Context: an optimization exercise on an open-source flow, tuned for small area and a short achievable clock period. The choices shown serve that exercise and are no tape-out recipe. RTL that was checked went through simulation tests only; none was proved equivalent to the original. No activity file was given, so power comes from the tool's default toggle rates.

==> inputs of nickel <==
==> flow/design.v (excerpt) <==
module cim_mac_tree (
    input         clk,
    input         rst_n,
    input         mac_en,
    input  [7:0]  col_mux,
    input  [15:0] data_in,
    input  [7:0]  bank0,  bank1,  bank2,  bank3,
                  bank4,  bank5,  bank6,  bank7,
                  bank8,  bank9,  bank10, bank11,
                  bank12, bank13, bank14, bank15,
    output reg [11:0] sum
);
export LEC_CHECK = 0
export CAP_MARGIN = 20
export CORE_MARGIN = 2
export CORE_UTILIZATION = 40
export SETUP_SLACK_MARGIN = 4.5
export SLEW_MARGIN = 20
export SYNTH_HIERARCHICAL = 1
create_clock -name core_clock -period 8.0 [get_ports {clk}]
standard.sh (not shown) runs the stock make flow with config.mk's settings and CLKGATE_MAP_FILE= SYNTH_SCRIPT=/design/flow/synth_recipe.tcl, a recipe that flattens the netlist after the stock synthesis.
==> flow/flow/run.sh <==
#!/bin/bash
# The standard layout (the standard.sh, unchanged synthesis), with the
# port buffers made of the smallest buffer instead of the default choice.
set -o pipefail
export BUFFER_PORTS_ARGS="-buffer_cell sky130_fd_sc_hd__buf_1"
bash standard.sh finish > standard_flow.log 2>&1
==> harbor (differences from nickel) <==
--- a/flow/design.v
+++ b/flow/design.v
@@ -13,17 +13,17 @@
     input         rst_n,
     input         mac_en,
     input  [7:0]  col_mux,
     input  [15:0] data_in,
     input  [7:0]  bank0,  bank1,  bank2,  bank3,
                   bank4,  bank5,  bank6,  bank7,
                   bank8,  bank9,  bank10, bank11,
                   bank12, bank13, bank14, bank15,
-    output reg [11:0] sum
+    output [11:0] sum
 );
     wire [15:0] en  = data_in & {16{mac_en}};
     wire [7:0]  col = col_mux & {8{~mac_en}};
     wire g0_0 = ~((bank0[0] & en[0]) | (|(bank0 & col)));
     wire g0_1 = ~(bank0[1] & en[0]);
     wire g0_2 = ~(bank0[2] & en[0]);
     wire g0_3 = ~(bank0[3] & en[0]);
     wire g0_4 = ~(bank0[4] & en[0]);
@@ -368,19 +368,26 @@
     adder_1bit u_s209 (.a(r1[42]), .b(r1[43]), .cin(r1[44]), .sum(s209), .cout(c210));
     adder_1bit u_s211 (.a(r1[45]), .b(c202), .cin(c204), .sum(s211), .cout(c212));
     adder_1bit u_s213 (.a(s209), .b(c206), .cin(s211), .sum(s213), .cout(c214));
     adder_1bit u_s215 (.a(r1[46]), .b(r1[47]), .cin(r1[48]), .sum(s215), .cout(c216));
     adder_1bit u_s217 (.a(c210), .b(s215), .cin(c212), .sum(s217), .cout(c218));
     wire [11:0] rowA = {1'b1, c216, c214, c208, c200, c192, c184, s183, s175, s167, s161, r1[0]};
     wire [11:0] rowB = {1'b1, c218, s217, s213, s207, s199, s191, c176, 1'b1, 1'b1, 1'b1, r1[1]};
     wire [11:0] tot = ~(rowA + rowB + 12'd1);
-    reg first;
+    reg  [11:0] s2;
+    wire [11:0] s2sum = s2;
+    reg first, valid;
     always @(posedge clk or negedge rst_n) begin
-        if (!rst_n) first <= 1'b1;
-        else        first <= 1'b0;
+        if (!rst_n) begin
+            first <= 1'b1;
+            valid <= 1'b0;
+        end else begin
+            first <= 1'b0;
+            valid <= ~first;
+        end
     end
-    always @(posedge clk) r1 <= d1;
-    always @(posedge clk or negedge rst_n) begin
-        if (!rst_n) sum <= 12'd0;
-        else        sum <= first ? 12'd0 : tot;
+    always @(posedge clk) begin
+        r1 <= d1;
+        s2 <= tot;
     end
+    assign sum = s2sum & {12{valid}};
 endmodule
CORE_UTILIZATION = 60   (was 40)
CTS_BUF_LIST = sky130_fd_sc_hd__clkbuf_4 sky130_fd_sc_hd__clkbuf_8   (was unset)
SETUP_SLACK_MARGIN = 4.3   (was 4.5)
==> ember (differences from nickel) <==
--- a/flow/design.v
+++ b/flow/design.v
@@ -13,17 +13,17 @@
     input         rst_n,
     input         mac_en,
     input  [7:0]  col_mux,
     input  [15:0] data_in,
     input  [7:0]  bank0,  bank1,  bank2,  bank3,
                   bank4,  bank5,  bank6,  bank7,
                   bank8,  bank9,  bank10, bank11,
                   bank12, bank13, bank14, bank15,
-    output reg [11:0] sum
+    output [11:0] sum
 );
     wire [15:0] en  = data_in & {16{mac_en}};
     wire [7:0]  col = col_mux & {8{~mac_en}};
     wire g0_0 = ~((bank0[0] & en[0]) | (|(bank0 & col)));
     wire g0_1 = ~(bank0[1] & en[0]);
     wire g0_2 = ~(bank0[2] & en[0]);
     wire g0_3 = ~(bank0[3] & en[0]);
     wire g0_4 = ~(bank0[4] & en[0]);
@@ -368,19 +368,26 @@
     adder_1bit u_s209 (.a(r1[42]), .b(r1[43]), .cin(r1[44]), .sum(s209), .cout(c210));
     adder_1bit u_s211 (.a(r1[45]), .b(c202), .cin(c204), .sum(s211), .cout(c212));
     adder_1bit u_s213 (.a(s209), .b(c206), .cin(s211), .sum(s213), .cout(c214));
     adder_1bit u_s215 (.a(r1[46]), .b(r1[47]), .cin(r1[48]), .sum(s215), .cout(c216));
     adder_1bit u_s217 (.a(c210), .b(s215), .cin(c212), .sum(s217), .cout(c218));
     wire [11:0] rowA = {1'b1, c216, c214, c208, c200, c192, c184, s183, s175, s167, s161, r1[0]};
     wire [11:0] rowB = {1'b1, c218, s217, s213, s207, s199, s191, c176, 1'b1, 1'b1, 1'b1, r1[1]};
     wire [11:0] tot = ~(rowA + rowB + 12'd1);
-    reg first;
+    reg  [11:0] s2;
+    wire [11:0] s2sum = s2;
+    reg first, valid;
     always @(posedge clk or negedge rst_n) begin
-        if (!rst_n) first <= 1'b1;
-        else        first <= 1'b0;
+        if (!rst_n) begin
+            first <= 1'b1;
+            valid <= 1'b0;
+        end else begin
+            first <= 1'b0;
+            valid <= ~first;
+        end
     end
-    always @(posedge clk) r1 <= d1;
-    always @(posedge clk or negedge rst_n) begin
-        if (!rst_n) sum <= 12'd0;
-        else        sum <= first ? 12'd0 : tot;
+    always @(posedge clk) begin
+        r1 <= d1;
+        s2 <= tot;
     end
+    assign sum = s2sum & {12{valid}};
 endmodule
ABC_AREA = 1   (was unset)
CORE_UTILIZATION = 60   (was 40)
CTS_BUF_LIST = sky130_fd_sc_hd__clkbuf_4 sky130_fd_sc_hd__clkbuf_8   (was unset)
==> comparison table <==
| item | nickel | harbor | ember |
|---|---|---|---|
| End point of the critical path | r1[1] | r1[5] | r1[5] |
| Gp weighted congestion | 1.03 | 1.07 | 1.06 |
| Flip-flop and latch share of the layout cell area | 0.192 | 0.204 | 0.188 |
| # clk buffers | 14 | 10 | 11 |
| Count of cells along the worst register-to-register path | 8 | 8 | 13 |
| Cell area after synthesis | 5350 um^2 | 5320 um^2 | 5580 um^2 |
| Starting density of the core | 0.407 | 0.615 | 0.612 |
| Fraction of synthesized area in multiplexers | 0.00679 | 0.00377 | 0 |
| Count of clock tree sinks | 62 | 63 | 63 |
| Global routing usage on met3 | 0.0485 | 0.112 | 0.0696 |
| RSZ-0062 raised after global routing | true | false | false |
| Count of cells resized by post-cts repair | 56 | 12 | 22 |
| Outcome | complete, no violations | complete, no violations | complete, no violations |
| Seq pwr share | 0.198 | 0.229 | 0.218 |
| Internal Power | 0.00129 W | 0.00113 W | 0.00107 W |
| Data arrival, critical path | 3.68 ns | 3.88 ns | 3.70 ns |

==> inputs of raven <==
cim_mac_tree, a different RTL version from the one above (not shown whole).
clock: 8.0 ns
lec_check: 0
cap_margin: 20
core_margin: 2
core_utilization: 50
cts_buf_list: sky130_fd_sc_hd__clkbuf_4 sky130_fd_sc_hd__clkbuf_8
setup_slack_margin: 4.6
slew_margin: 20
synth_hierarchical: 1
Scripts as last shown in full above: flow/flow/run.sh
==> yarrow (differences from raven) <==
--- a/flow/design.v
+++ b/flow/design.v
@@ -254,17 +254,16 @@
     wire s203, c204;
     wire s205, c206;
     wire s207, c208;
     wire s209, c210;
     wire s211, c212;
     wire s213, c214;
     wire s215, c216;
     wire s217, c218;
-    wire s219, c220;
     adder_1bit u_s1 (.a(g0_0), .b(g1_0), .cin(g2_0), .sum(s1), .cout(c2));
     adder_1bit u_s3 (.a(g3_0), .b(g4_0), .cin(g5_0), .sum(s3), .cout(c4));
     adder_1bit u_s5 (.a(g6_0), .b(g7_0), .cin(g8_0), .sum(s5), .cout(c6));
     adder_1bit u_s7 (.a(g9_0), .b(g10_0), .cin(g11_0), .sum(s7), .cout(c8));
     adder_1bit u_s9 (.a(g12_0), .b(g13_0), .cin(g14_0), .sum(s9), .cout(c10));
     adder_1bit u_s11 (.a(g15_0), .b(s1), .cin(s3), .sum(s11), .cout(c12));
     adder_1bit u_s13 (.a(s5), .b(s7), .cin(s9), .sum(s13), .cout(c14));
     adder_1bit u_s15 (.a(g0_1), .b(g1_1), .cin(g2_1), .sum(s15), .cout(c16));
@@ -336,59 +335,51 @@
     adder_1bit u_s147 (.a(s133), .b(s135), .cin(s137), .sum(s147), .cout(c148));
     adder_1bit u_s149 (.a(s139), .b(s141), .cin(c124), .sum(s149), .cout(c150));
     adder_1bit u_s151 (.a(c126), .b(c128), .cin(s143), .sum(s151), .cout(c152));
     adder_1bit u_s153 (.a(c134), .b(c136), .cin(c138), .sum(s153), .cout(c154));
     adder_1bit u_s155 (.a(c140), .b(c142), .cin(c144), .sum(s155), .cout(c156));
     adder_1bit u_s157 (.a(c146), .b(c148), .cin(s153), .sum(s157), .cout(c158));
     reg  [48:0] r1;
     wire [48:0] d1 = {c158, c156, c154, s157, s155, c152, c150, s151, s149, c132, c130, s147, s145, s131, s129, c112, c110, s127, s125, s111, s109, c92, c90, s107, s105, s91, s89, c72, c70, s87, s85, s71, s69, c52, c50, s67, s65, c32, c30, s51, s49, s47, s31, s29, c14, c12, c10, s13, s11};
-    assign s159 = ~(r1[2] ^ r1[3]);
-    assign c160 = r1[2] | r1[3];
-    adder_1bit u_s161 (.a(r1[7]), .b(r1[8]), .cin(r1[9]), .sum(s161), .cout(c162));
-    adder_1bit u_s163 (.a(r1[12]), .b(r1[13]), .cin(r1[14]), .sum(s163), .cout(c164));
-    assign s165 = ~(r1[15] ^ r1[16]);
-    assign c166 = r1[15] | r1[16];
-    adder_1bit u_s167 (.a(r1[18]), .b(r1[19]), .cin(r1[20]), .sum(s167), .cout(c168));
-    adder_1bit u_s169 (.a(r1[21]), .b(r1[22]), .cin(r1[23]), .sum(s169), .cout(c170));
-    adder_1bit u_s171 (.a(r1[24]), .b(r1[25]), .cin(r1[26]), .sum(s171), .cout(c172));
-    adder_1bit u_s173 (.a(r1[27]), .b(r1[28]), .cin(r1[29]), .sum(s173), .cout(c174));
-    adder_1bit u_s175 (.a(r1[30]), .b(r1[31]), .cin(r1[32]), .sum(s175), .cout(c176));
-    adder_1bit u_s177 (.a(r1[33]), .b(r1[34]), .cin(r1[35]), .sum(s177), .cout(c178));
-    adder_1bit u_s179 (.a(r1[36]), .b(r1[37]), .cin(r1[38]), .sum(s179), .cout(c180));
-    adder_1bit u_s181 (.a(r1[39]), .b(r1[40]), .cin(r1[41]), .sum(s181), .cout(c182));
-    adder_1bit u_s183 (.a(r1[42]), .b(r1[43]), .cin(r1[44]), .sum(s183), .cout(c184));
-    assign s185 = ~(r1[4] ^ r1[5]);
-    assign c186 = r1[4] | r1[5];
-    adder_1bit u_s187 (.a(r1[10]), .b(r1[11]), .cin(c160), .sum(s187), .cout(c188));
-    adder_1bit u_s189 (.a(r1[17]), .b(c162), .cin(s163), .sum(s189), .cout(c190));
-    adder_1bit u_s191 (.a(c164), .b(c166), .cin(s167), .sum(s191), .cout(c192));
-    adder_1bit u_s193 (.a(c168), .b(c170), .cin(s171), .sum(s193), .cout(c194));
-    adder_1bit u_s195 (.a(c172), .b(c174), .cin(s175), .sum(s195), .cout(c196));
-    adder_1bit u_s197 (.a(c176), .b(c178), .cin(s179), .sum(s197), .cout(c198));
-    adder_1bit u_s199 (.a(r1[45]), .b(c180), .cin(c182), .sum(s199), .cout(c200));
-    adder_1bit u_s201 (.a(r1[46]), .b(r1[47]), .cin(r1[48]), .sum(s201), .cout(c202));
-    assign s203 = ~(r1[6] ^ s159);
-    assign c204 = r1[6] | s159;
-    adder_1bit u_s205 (.a(s161), .b(c186), .cin(s187), .sum(s205), .cout(c206));
-    adder_1bit u_s207 (.a(s165), .b(c188), .cin(s189), .sum(s207), .cout(c208));
-    adder_1bit u_s209 (.a(s169), .b(c190), .cin(s191), .sum(s209), .cout(c210));
-    adder_1bit u_s211 (.a(s173), .b(c192), .cin(s193), .sum(s211), .cout(c212));
-    adder_1bit u_s213 (.a(s177), .b(c194), .cin(s195), .sum(s213), .cout(c214));
-    adder_1bit u_s215 (.a(s181), .b(c196), .cin(s197), .sum(s215), .cout(c216));
-    adder_1bit u_s217 (.a(s183), .b(c198), .cin(s199), .sum(s217), .cout(c218));
-    adder_1bit u_s219 (.a(c184), .b(s201), .cin(c200), .sum(s219), .cout(c220));
-    wire [11:0] rowA = {1'b1, c202, c218, c216, c214, c212, c210, c208, c206, c204, s185, r1[0]};
-    wire [11:0] rowB = {1'b1, c220, s219, s217, s215, s213, s211, s209, s207, s205, s203, r1[1]};
-    wire [11:0] xa = ~rowA, xb = ~rowB;
-    wire [6:0] lo = xa[5:0] + xb[5:0];
-    wire [5:0] hi = xa[11:6] + xb[11:6];
-    wire [12:0] tot = {hi, lo};
-    reg  [12:0] s2;    
-    wire [11:0] s2sum = {s2[12:7] + s2[6], s2[5:0]};
+    adder_1bit u_s159 (.a(r1[2]), .b(r1[3]), .cin(r1[4]), .sum(s159), .cout(c160));
+    adder_1bit u_s161 (.a(r1[5]), .b(r1[6]), .cin(s159), .sum(s161), .cout(c162));
+    adder_1bit u_s163 (.a(r1[7]), .b(r1[8]), .cin(r1[9]), .sum(s163), .cout(c164));
+    adder_1bit u_s165 (.a(r1[10]), .b(r1[11]), .cin(c160), .sum(s165), .cout(c166));
+    adder_1bit u_s167 (.a(s163), .b(c162), .cin(s165), .sum(s167), .cout(c168));
+    adder_1bit u_s169 (.a(r1[12]), .b(r1[13]), .cin(r1[14]), .sum(s169), .cout(c170));
+    adder_1bit u_s171 (.a(r1[15]), .b(r1[16]), .cin(r1[17]), .sum(s171), .cout(c172));
+    adder_1bit u_s173 (.a(c164), .b(s169), .cin(s171), .sum(s173), .cout(c174));
+    adder_1bit u_s175 (.a(c166), .b(s173), .cin(c168), .sum(s175), .cout(c176));
+    adder_1bit u_s177 (.a(r1[18]), .b(r1[19]), .cin(r1[20]), .sum(s177), .cout(c178));
+    adder_1bit u_s179 (.a(r1[21]), .b(r1[22]), .cin(r1[23]), .sum(s179), .cout(c180));
+    adder_1bit u_s181 (.a(c170), .b(c172), .cin(s177), .sum(s181), .cout(c182));
+    adder_1bit u_s183 (.a(s179), .b(c174), .cin(s181), .sum(s183), .cout(c184));
+    adder_1bit u_s185 (.a(r1[24]), .b(r1[25]), .cin(r1[26]), .sum(s185), .cout(c186));
+    adder_1bit u_s187 (.a(r1[27]), .b(r1[28]), .cin(r1[29]), .sum(s187), .cout(c188));
+    adder_1bit u_s189 (.a(c178), .b(c180), .cin(s185), .sum(s189), .cout(c190));
+    adder_1bit u_s191 (.a(s187), .b(c182), .cin(s189), .sum(s191), .cout(c192));
+    adder_1bit u_s193 (.a(r1[30]), .b(r1[31]), .cin(r1[32]), .sum(s193), .cout(c194));
+    adder_1bit u_s195 (.a(r1[33]), .b(r1[34]), .cin(r1[35]), .sum(s195), .cout(c196));
+    adder_1bit u_s197 (.a(c186), .b(c188), .cin(s193), .sum(s197), .cout(c198));
+    adder_1bit u_s199 (.a(s195), .b(c190), .cin(s197), .sum(s199), .cout(c200));
+    adder_1bit u_s201 (.a(r1[36]), .b(r1[37]), .cin(r1[38]), .sum(s201), .cout(c202));
+    adder_1bit u_s203 (.a(r1[39]), .b(r1[40]), .cin(r1[41]), .sum(s203), .cout(c204));
+    adder_1bit u_s205 (.a(c194), .b(c196), .cin(s201), .sum(s205), .cout(c206));
+    adder_1bit u_s207 (.a(s203), .b(c198), .cin(s205), .sum(s207), .cout(c208));
+    adder_1bit u_s209 (.a(r1[42]), .b(r1[43]), .cin(r1[44]), .sum(s209), .cout(c210));
+    adder_1bit u_s211 (.a(r1[45]), .b(c202), .cin(c204), .sum(s211), .cout(c212));
+    adder_1bit u_s213 (.a(s209), .b(c206), .cin(s211), .sum(s213), .cout(c214));
+    adder_1bit u_s215 (.a(r1[46]), .b(r1[47]), .cin(r1[48]), .sum(s215), .cout(c216));
+    adder_1bit u_s217 (.a(c210), .b(s215), .cin(c212), .sum(s217), .cout(c218));
+    wire [11:0] rowA = {1'b1, c216, c214, c208, c200, c192, c184, s183, s175, s167, s161, r1[0]};
+    wire [11:0] rowB = {1'b1, c218, s217, s213, s207, s199, s191, c176, 1'b1, 1'b1, 1'b1, r1[1]};
+    wire [11:0] tot = ~(rowA + rowB + 12'd1);
+    reg  [11:0] s2;
+    wire [11:0] s2sum = s2;
     reg first, valid;
     always @(posedge clk or negedge rst_n) begin
         if (!rst_n) begin
             first <= 1'b1;
             valid <= 1'b0;
         end else begin
             first <= 1'b0;
             valid <= ~first;
Settings changed: SETUP_SLACK_MARGIN 4.6 to 4.5.
==> qor summary <==
| quantity | yarrow | raven |
|---|---|---|
| Outcome | finished clean | finished clean |
| Number of register bits inferred by synthesis | 63 | 64 |
| Cell area after synthesis | 0.00532 mm² | 0.00553 mm² |
| M1 GR Usage | 42.1% | 42.2% |
| Row count | 37 | 38 |
| Plain + repair buffers | 173 | 184 |
| Mean Syn Cell Area | 10.6 µm² | 10.3 µm² |
| Share of cell area taken by multi-input logic gates | 63.9% | 60.4% |
| Number of instances in the synthesized netlist | 503 | 538 |
| Inverter count | 5 | 31 |
| NumNets Final | 926 | 978 |
| Fraction of the core area covered by cells at the end of the flow | 62.5% | 63.9% |
| Clk power | 0.000253 W | 0.000317 W |
| Number of global-route vias before repair | 5043 | 5299 |
| Worst IR Drop VDD | 0.000391 V | 0.000476 V |
| Arithmetic-cell share of the synthesized area counting full adders, half adders and majority gates | 43.2% | 43.0% |
| Initial DRC count | 325 | 437 |
| Number of vias in the routed layout | 4626 | 4923 |
| Worst slack at placement | 3.49 ns | 3.69 ns |
| Fraction of area in non-clock buffers | 10.6% | 13.3% |
| Share of synthesized cell area in and, or, nand and nor gates | 15.3% | 12.4% |
| Power dissipated in combinational cells | 0.00130 W | 0.00108 W |
| Layout fillers | 875 | 927 |
| Final period utilization | 43.3% | 42.8% |
| Total power consumption of the routed design | 0.00201 W | 0.00187 W |
For raven, only the layout was checked, not whether the RTL still works.

[separate check: timing with driven ports]
No port has a modelled driver above. Below, the same layouts with a new extraction and two added sets of constraints. Step 1: set_driving_cell puts a clkbuf_16 on clk and a buf_2 on each other input, an assumption about the parent block. Step 2, shift: input delay + t, output delay - t, t = (earliest + latest rising clock arrival at the registers) / 2. This alone moves slack from input paths to output paths. a / b / c = ideal ports / drivers / drivers and shift; a / b = the first two.
run	shift t [ns]	setup WS [ns]	latest minus earliest clock arrival (ns)	worst slew at a driven data input, ns
nickel	0.359	4.516 / 4.527 / 4.167	0.011 / 0.011	0.07
harbor	0.403	4.358 / 4.373 / 3.970	0.014 / 0.013	0.04
ember	0.379	4.524 / 4.519 / 4.140	0.012 / 0.012	0.05
raven	0.387	4.574 / 4.584 / 4.197	0.009 / 0.010	0.07
yarrow	0.368	4.536 / 4.517 / 4.149	0.012 / 0.012	0.05
After both steps setup and hold are still met in every run listed. For harbor, which loses most, drivers alone change the setup slack by +0.015 ns; drivers and shift together by -0.388 ns.
